This design comes from an exercise in tuning for small area, a short achievable clock period and few clock cycles on the open sky130 flow, not from production work. Power is estimated from default activity; no workload was simulated.

==> flow/design.v (excerpt) <==
module sdram_controller (
        input   clk,
        input   rst,
        output  sdram_cle,
        output  sdram_cs,
        output  sdram_cas,
        output  sdram_ras,
        output  sdram_we,
        output  sdram_dqm,
        output  [1:0]  sdram_ba,
        output  [12:0] sdram_a,
        input   [31:0] sdram_dqi,
        output  [31:0] sdram_dqo,
        input   [22:0] user_addr,
        input   rw,                  
        input   [31:0] data_in,
        output  [31:0] data_out,
        output  busy,
        input   in_valid,
        output  out_valid
    );
    localparam [9:0] REF_ST = 10'd380;
    localparam [2:0] C_NOP = 3'b111,
                     C_RD  = 3'b101;
    reg  [2:0]  cmd_q;
    reg  [12:0] a_q;
    reg  [1:0]  ba_q;
    reg         req_valid;
    reg         req_rw;
    reg  [1:0]  req_b;
    reg  [12:0] req_row;
    reg  [5:0]  req_col;
    reg  [31:0] req_data;
    reg         req_hit;         
    reg  [12:0] row0, row1, row2, row3;
    reg  [3:0]  open;
    reg  [2:0]  v0, v1, v2, v3;
    reg         act_last;        
    reg  [1:0]  rd_v;            
    reg  [9:0]  rcnt;            
    reg         rp;              
    reg  [1:0]  rdp;             
    assign sdram_cle = 1'b1;
    assign sdram_cs  = 1'b0;
    assign sdram_ras = cmd_q[2];
    assign sdram_cas = cmd_q[1];
    assign sdram_we  = cmd_q[0];
    assign sdram_dqm = 1'b0;
    assign sdram_ba  = ba_q;
    assign sdram_a   = a_q;
    assign sdram_dqo = req_data;
    assign out_valid = rdp[1];
    assign data_out  = sdram_dqi;
    wire col_q  = cmd_q[2] & ~cmd_q[1];
    wire busy_w = req_valid & ~col_q;
    assign busy = busy_w;
    wire acc = in_valid & ~busy_w;
    wire [1:0]  in_b   = user_addr[9:8];
    wire [12:0] in_row = user_addr[22:10];
    wire [5:0]  in_col = user_addr[7:2];
  ...
==> module sdram_controller, before the edit <==
module sdram_controller (
        input   clk,
        input   rst,
        output  sdram_cle,
        output  sdram_cs,
        output  sdram_cas,
        output  sdram_ras,
        output  sdram_we,
        output  sdram_dqm,
        output  [1:0]  sdram_ba,
        output  [12:0] sdram_a,
        input   [31:0] sdram_dqi,
        output  [31:0] sdram_dqo,
        input   [22:0] user_addr,
        input   rw,                  
        input   [31:0] data_in,
        output  [31:0] data_out,
        output  busy,
        input   in_valid,
        output  out_valid
    );
    localparam [9:0] REF_ST = 10'd380;
    localparam [2:0] C_NOP = 3'b111,
                     C_RD  = 3'b101;
    reg  [2:0]  cmd_q;
    reg  [12:0] a_q;
    reg  [1:0]  ba_q;
    reg         req_valid;
    reg         req_rw;
    reg  [1:0]  req_b;
    reg  [12:0] req_row;
    reg  [5:0]  req_col;
    reg  [31:0] req_data;
    reg         req_hit;         
    reg  [12:0] row0, row1, row2, row3;
    reg  [3:0]  open;
    reg  [2:0]  v0, v1, v2, v3;
    reg         act_last;        
    reg  [1:0]  rd_v;            
    reg  [9:0]  rcnt;            
    reg         rp;              
    reg  [1:0]  rdp;             
    assign sdram_cle = 1'b1;
    assign sdram_cs  = 1'b0;
    assign sdram_ras = cmd_q[2];
    assign sdram_cas = cmd_q[1];
    assign sdram_we  = cmd_q[0];
    assign sdram_dqm = 1'b0;
    assign sdram_ba  = ba_q;
    assign sdram_a   = a_q;
    assign sdram_dqo = req_data;
    assign out_valid = rdp[1];
    assign data_out  = sdram_dqi;
    wire col_q  = cmd_q[2] & ~cmd_q[1];
    wire busy_w = req_valid & ~col_q;
    assign busy = busy_w;
    wire acc = in_valid & ~busy_w;
    wire [1:0]  in_b   = user_addr[9:8];
    wire [12:0] in_row = user_addr[22:10];
    wire [5:0]  in_col = user_addr[7:2];
    wire [3:0] zero  = {v3 == 3'd0, v2 == 3'd0, v1 == 3'd0, v0 == 3'd0};
    wire [3:0] colok = {v3 <= 3'd2, v2 <= 3'd2, v1 <= 3'd2, v0 <= 3'd2};
    wire [3:0] rmatch = {row3 == in_row, row2 == in_row, row1 == in_row, row0 == in_row};
    wire [3:0] in_sel = 4'b0001 << in_b;
    wire in_open  = open[in_b];
    wire in_zero  = zero[in_b];
    wire in_colok = colok[in_b];
    wire in_hit   = |(in_sel & open & rmatch);
    wire rdv0 = (rd_v == 2'd0);
    wire rq_open  = open[req_b];
    wire rq_zero  = zero[req_b];
    wire rq_colok = colok[req_b];
    wire b_col = busy_w & req_hit & rq_colok & (~req_rw | rdv0);
    wire b_pre = busy_w & ~req_hit & rq_open & rq_zero;
    wire b_act = busy_w & ~rq_open & rq_zero & ~act_last;
    wire b_any = b_col | b_pre | b_act;
    wire pe    = busy_w & ~b_any & in_valid & (in_b != req_b);
    wire y_act = pe & ~in_open & in_zero & ~act_last;
    wire a_act = ~in_open & in_zero & ~act_last;
    wire do_act_x = ~rp & (acc ? a_act : b_act);
    wire do_act   = ~rp & (acc ? a_act : (b_act | y_act));
    wire any_open   = |open;
    wire all_zero   = &zero;
    wire pre_ok_all = &(zero | ~open);
    wire do_preall  = rp & any_open & pre_ok_all;
    wire do_ref     = rp & ~any_open & all_zero;
    wire        sel_in = acc | ~b_any;
    wire [1:0]  t_b   = sel_in ? in_b   : req_b;
    wire [12:0] t_row = sel_in ? in_row : req_row;
    wire [5:0]  x_col = acc ? in_col : req_col;
    wire        x_rw  = acc ? rw : req_rw;
    wire        xv    = acc | busy_w;
    wire [3:0] rq_sel = 4'b0001 << req_b;
    wire [3:0] act_k = {4{~rp}} & (acc ? {4{a_act}} & in_sel
                                       : ({4{b_act}} & rq_sel) | ({4{y_act}} & in_sel));
    wire [12:0] a_d = do_act ? t_row : {2'b00, do_preall, 4'b0000, x_col};
    function [2:0] vnext;
        input [2:0] v;
        input act, pre, wr, rf;
        reg [2:0] dec;
        begin
            dec = (v == 3'd0) ? 3'd0 : v - 3'd1;
            if (act)
                vnext = 3'd4;
            else if (pre)
                vnext = 3'd2;
            else if (rf)
                vnext = 3'd6;
            else if (wr && dec == 3'd0)
                vnext = 3'd1;
            else
                vnext = dec;
        end
    endfunction
    wire [2:0]  n_cmd   [0:1];
    wire [3:0]  n_open  [0:1];
    wire [11:0] n_v     [0:1];
    wire [1:0]  n_rdv   [0:1];
    wire        n_rqhit [0:1];
    genvar h;
    generate
        for (h = 0; h < 2; h = h + 1) begin : hx
            wire hit = (h == 1);
            wire y_pre = pe & in_open & in_zero & ~hit;
            wire a_col = hit & in_colok & (~rw | rdv0);
            wire a_pre = ~hit & in_open & in_zero;
            wire do_col = ~rp & (acc ? a_col : b_col);
            wire do_pre = ~rp & (acc ? a_pre : (b_pre | y_pre));
            wire [3:0] pre_k = ({4{~rp}} & (acc ? {4{a_pre}} & in_sel
                                                : ({4{b_pre}} & rq_sel) | ({4{y_pre}} & in_sel)))
                               | {4{do_preall}};
            wire [3:0] wr_k  = {4{~rp}} & (acc ? {4{a_col & rw}} & in_sel
                                               : {4{b_col & req_rw}} & rq_sel);
            assign n_cmd[h] = {~(do_act | do_pre | do_preall | do_ref),
                               ~(do_col | do_ref),
                               ~((do_col & x_rw) | do_pre | do_preall)};
            assign n_open[h] = (open | act_k) & ~pre_k;
            assign n_v[h] = {vnext(v3, act_k[3], pre_k[3], wr_k[3], do_ref),
                             vnext(v2, act_k[2], pre_k[2], wr_k[2], do_ref),
                             vnext(v1, act_k[1], pre_k[1], wr_k[1], do_ref),
                             vnext(v0, act_k[0], pre_k[0], wr_k[0], do_ref)};
            assign n_rdv[h] = (do_col & ~x_rw) ? 2'd2 : rdv0 ? 2'd0 : rd_v - 2'd1;
            assign n_rqhit[h] = ((acc ? hit : req_hit) & ~do_preall) | do_act_x;
        end
    endgenerate
    wire hs = in_hit;
    always @(posedge clk) begin
        if (rst) begin
            cmd_q <= C_NOP;
            req_valid <= 1'b0;
            open <= 4'd0;
            v0 <= 3'd0; v1 <= 3'd0; v2 <= 3'd0; v3 <= 3'd0;
            act_last <= 1'b0;
            rd_v <= 2'd0;
            rcnt <= 10'd1;
            rp <= 1'b0;
            rdp <= 2'd0;
        end else begin
            cmd_q <= n_cmd[hs];
            req_valid <= xv;
            open <= n_open[hs];
            {v3, v2, v1, v0} <= n_v[hs];
            act_last <= do_act;
            rd_v <= n_rdv[hs];
            rcnt <= do_ref ? 10'd1 : {rcnt[8:0], rcnt[9] ^ rcnt[6]};
            rp <= (rp & ~do_ref) | (rcnt == REF_ST);
            rdp <= {rdp[0], cmd_q == C_RD};
        end
        a_q <= a_d;
        ba_q <= t_b;
        req_hit <= n_rqhit[hs];
        if (acc) begin
            req_rw <= rw;
            req_b <= in_b;
            req_row <= in_row;
            req_col <= in_col;
            req_data <= data_in;
        end
        if (act_k[0]) row0 <= t_row;
        if (act_k[1]) row1 <= t_row;
        if (act_k[2]) row2 <= t_row;
        if (act_k[3]) row3 <= t_row;
    end
endmodule
==> flow/config.mk <==
export PLATFORM = sky130hd
export DESIGN_NAME = sdram_controller
export DESIGN_NICKNAME = sdram_controller
export VERILOG_FILES = /design/flow/design.v
export SDC_FILE = /design/flow/constraint.sdc
export NUM_CORES = 4
export LEC_CHECK = 0
export CAP_MARGIN = 20
export CORE_MARGIN = 2
export CORE_UTILIZATION = 60
export CTS_BUF_LIST = sky130_fd_sc_hd__clkbuf_4 sky130_fd_sc_hd__clkbuf_8
export CTS_CLUSTER_SIZE = 40
export SETUP_SLACK_MARGIN = 2.2
export SLEW_MARGIN = 20
==> flow/constraint.sdc <==
create_clock -name core_clock -period 5.0 [get_ports {clk}]
set_input_delay 1.0000 -clock core_clock [delete_from_list [all_inputs] [get_ports {clk}]]
set_output_delay 1.0000 -clock core_clock [all_outputs]
set_load 0.01 [all_outputs]
standard.sh (not shown) runs the stock make flow with config.mk's settings and CLKGATE_MAP_FILE= SYNTH_SCRIPT=/design/flow/synth_recipe.tcl, a recipe that flattens the netlist after the stock synthesis.
==> flow/flow/run.sh <==
#!/bin/bash
# The standard layout (the standard.sh, all ORFS steps unchanged), except that the
# buffers ORFS puts on every input and output port are sky130_fd_sc_hd__buf_2 cells.
set -euo pipefail
export BUFFER_PORTS_ARGS="-buffer_cell sky130_fd_sc_hd__buf_2"
bash standard.sh > standard.log 2>&1
The starting point finished with timing, DRC and antenna clean.
Next try:
--- a/flow/design.v
+++ b/flow/design.v
@@ -28,7 +28,6 @@
     reg         req_valid;
     reg         req_rw;
     reg  [1:0]  req_b;
-    reg  [12:0] req_row;
     reg  [5:0]  req_col;
     reg  [31:0] req_data;
     reg         req_hit;         
@@ -86,13 +85,14 @@
     wire do_ref     = rp & ~any_open & all_zero;
     wire        sel_in = acc | ~b_any;
     wire [1:0]  t_b   = sel_in ? in_b   : req_b;
-    wire [12:0] t_row = sel_in ? in_row : req_row;
+    wire [12:0] rq_row = (req_b == 2'd0) ? row0 : (req_b == 2'd1) ? row1 :
+                         (req_b == 2'd2) ? row2 : row3;
+    wire [12:0] t_row = sel_in ? in_row : rq_row;
     wire [5:0]  x_col = acc ? in_col : req_col;
     wire        x_rw  = acc ? rw : req_rw;
     wire        xv    = acc | busy_w;
-    wire [3:0] rq_sel = 4'b0001 << req_b;
-    wire [3:0] act_k = {4{~rp}} & (acc ? {4{a_act}} & in_sel
-                                       : ({4{b_act}} & rq_sel) | ({4{y_act}} & in_sel));
+    wire [3:0] tsel  = 4'b0001 << t_b;
+    wire [3:0] act_k = {4{do_act}} & tsel;
     wire [12:0] a_d = do_act ? t_row : {2'b00, do_preall, 4'b0000, x_col};
     function [2:0] vnext;
         input [2:0] v;
@@ -126,11 +126,8 @@
             wire a_pre = ~hit & in_open & in_zero;
             wire do_col = ~rp & (acc ? a_col : b_col);
             wire do_pre = ~rp & (acc ? a_pre : (b_pre | y_pre));
-            wire [3:0] pre_k = ({4{~rp}} & (acc ? {4{a_pre}} & in_sel
-                                                : ({4{b_pre}} & rq_sel) | ({4{y_pre}} & in_sel)))
-                               | {4{do_preall}};
-            wire [3:0] wr_k  = {4{~rp}} & (acc ? {4{a_col & rw}} & in_sel
-                                               : {4{b_col & req_rw}} & rq_sel);
+            wire [3:0] pre_k = ({4{do_pre}} & tsel) | {4{do_preall}};
+            wire [3:0] wr_k  = {4{do_col & x_rw}} & tsel;
             assign n_cmd[h] = {~(do_act | do_pre | do_preall | do_ref),
                                ~(do_col | do_ref),
                                ~((do_col & x_rw) | do_pre | do_preall)};
@@ -144,6 +141,8 @@
         end
     endgenerate
     wire hs = in_hit;
+    wire [3:0] rq_sel = 4'b0001 << req_b;
+    wire [3:0] row_en = in_sel & ({4{acc}} | (~open & ~({4{busy_w}} & rq_sel)));
     always @(posedge clk) begin
         if (rst) begin
             cmd_q <= C_NOP;
@@ -172,13 +171,12 @@
         if (acc) begin
             req_rw <= rw;
             req_b <= in_b;
-            req_row <= in_row;
             req_col <= in_col;
             req_data <= data_in;
         end
-        if (act_k[0]) row0 <= t_row;
-        if (act_k[1]) row1 <= t_row;
-        if (act_k[2]) row2 <= t_row;
-        if (act_k[3]) row3 <= t_row;
+        if (row_en[0]) row0 <= in_row;
+        if (row_en[1]) row1 <= in_row;
+        if (row_en[2]) row2 <= in_row;
+        if (row_en[3]) row3 <= in_row;
     end
 endmodule
After rerunning:
- The new run passed the timing, DRC and antenna checks
- cell area falls by 3.4%
- synthesized area goes down by about 3%
- total power falls by about 2%
- die area shrinks by about 2.8%
- wire length fell by 8.0%
- via count fell by about 3.8%
- worst hold slack gains 0.0042 ns
No run of this note included a check of the RTL's function; only the layout flow was run.

re-timing with driven ports:
The flow's constraints put no driver on any port. The routed layouts listed below were extracted and timed again, unchanged, in two steps. Step 1, drivers: a clkbuf_16 drives clk and a buf_2 each remaining input, both assumed. Step 2, shift: input delay + t, output delay - t, t = (earliest + latest rising clock arrival at the registers) / 2. This alone moves slack from input paths to output paths. Three values: ideal, step 1, step 2; two values: the first two.
run | t, ns | slack for setup (ns) | slew at the worst register clock pin (ns) | worst data-port slew with drivers (ns)
the first run | 0.479 | 2.228 / 2.228 / 1.749 | 0.09 / 0.09 | 0.10
the second run | 0.479 | 2.105 / 2.105 / 1.708 | 0.08 / 0.08 | 0.08
After both steps setup and hold are still met in every run listed. The setup slack of the first run, which loses most, moves by 0.000 ns with the drivers and by -0.479 ns with both steps.
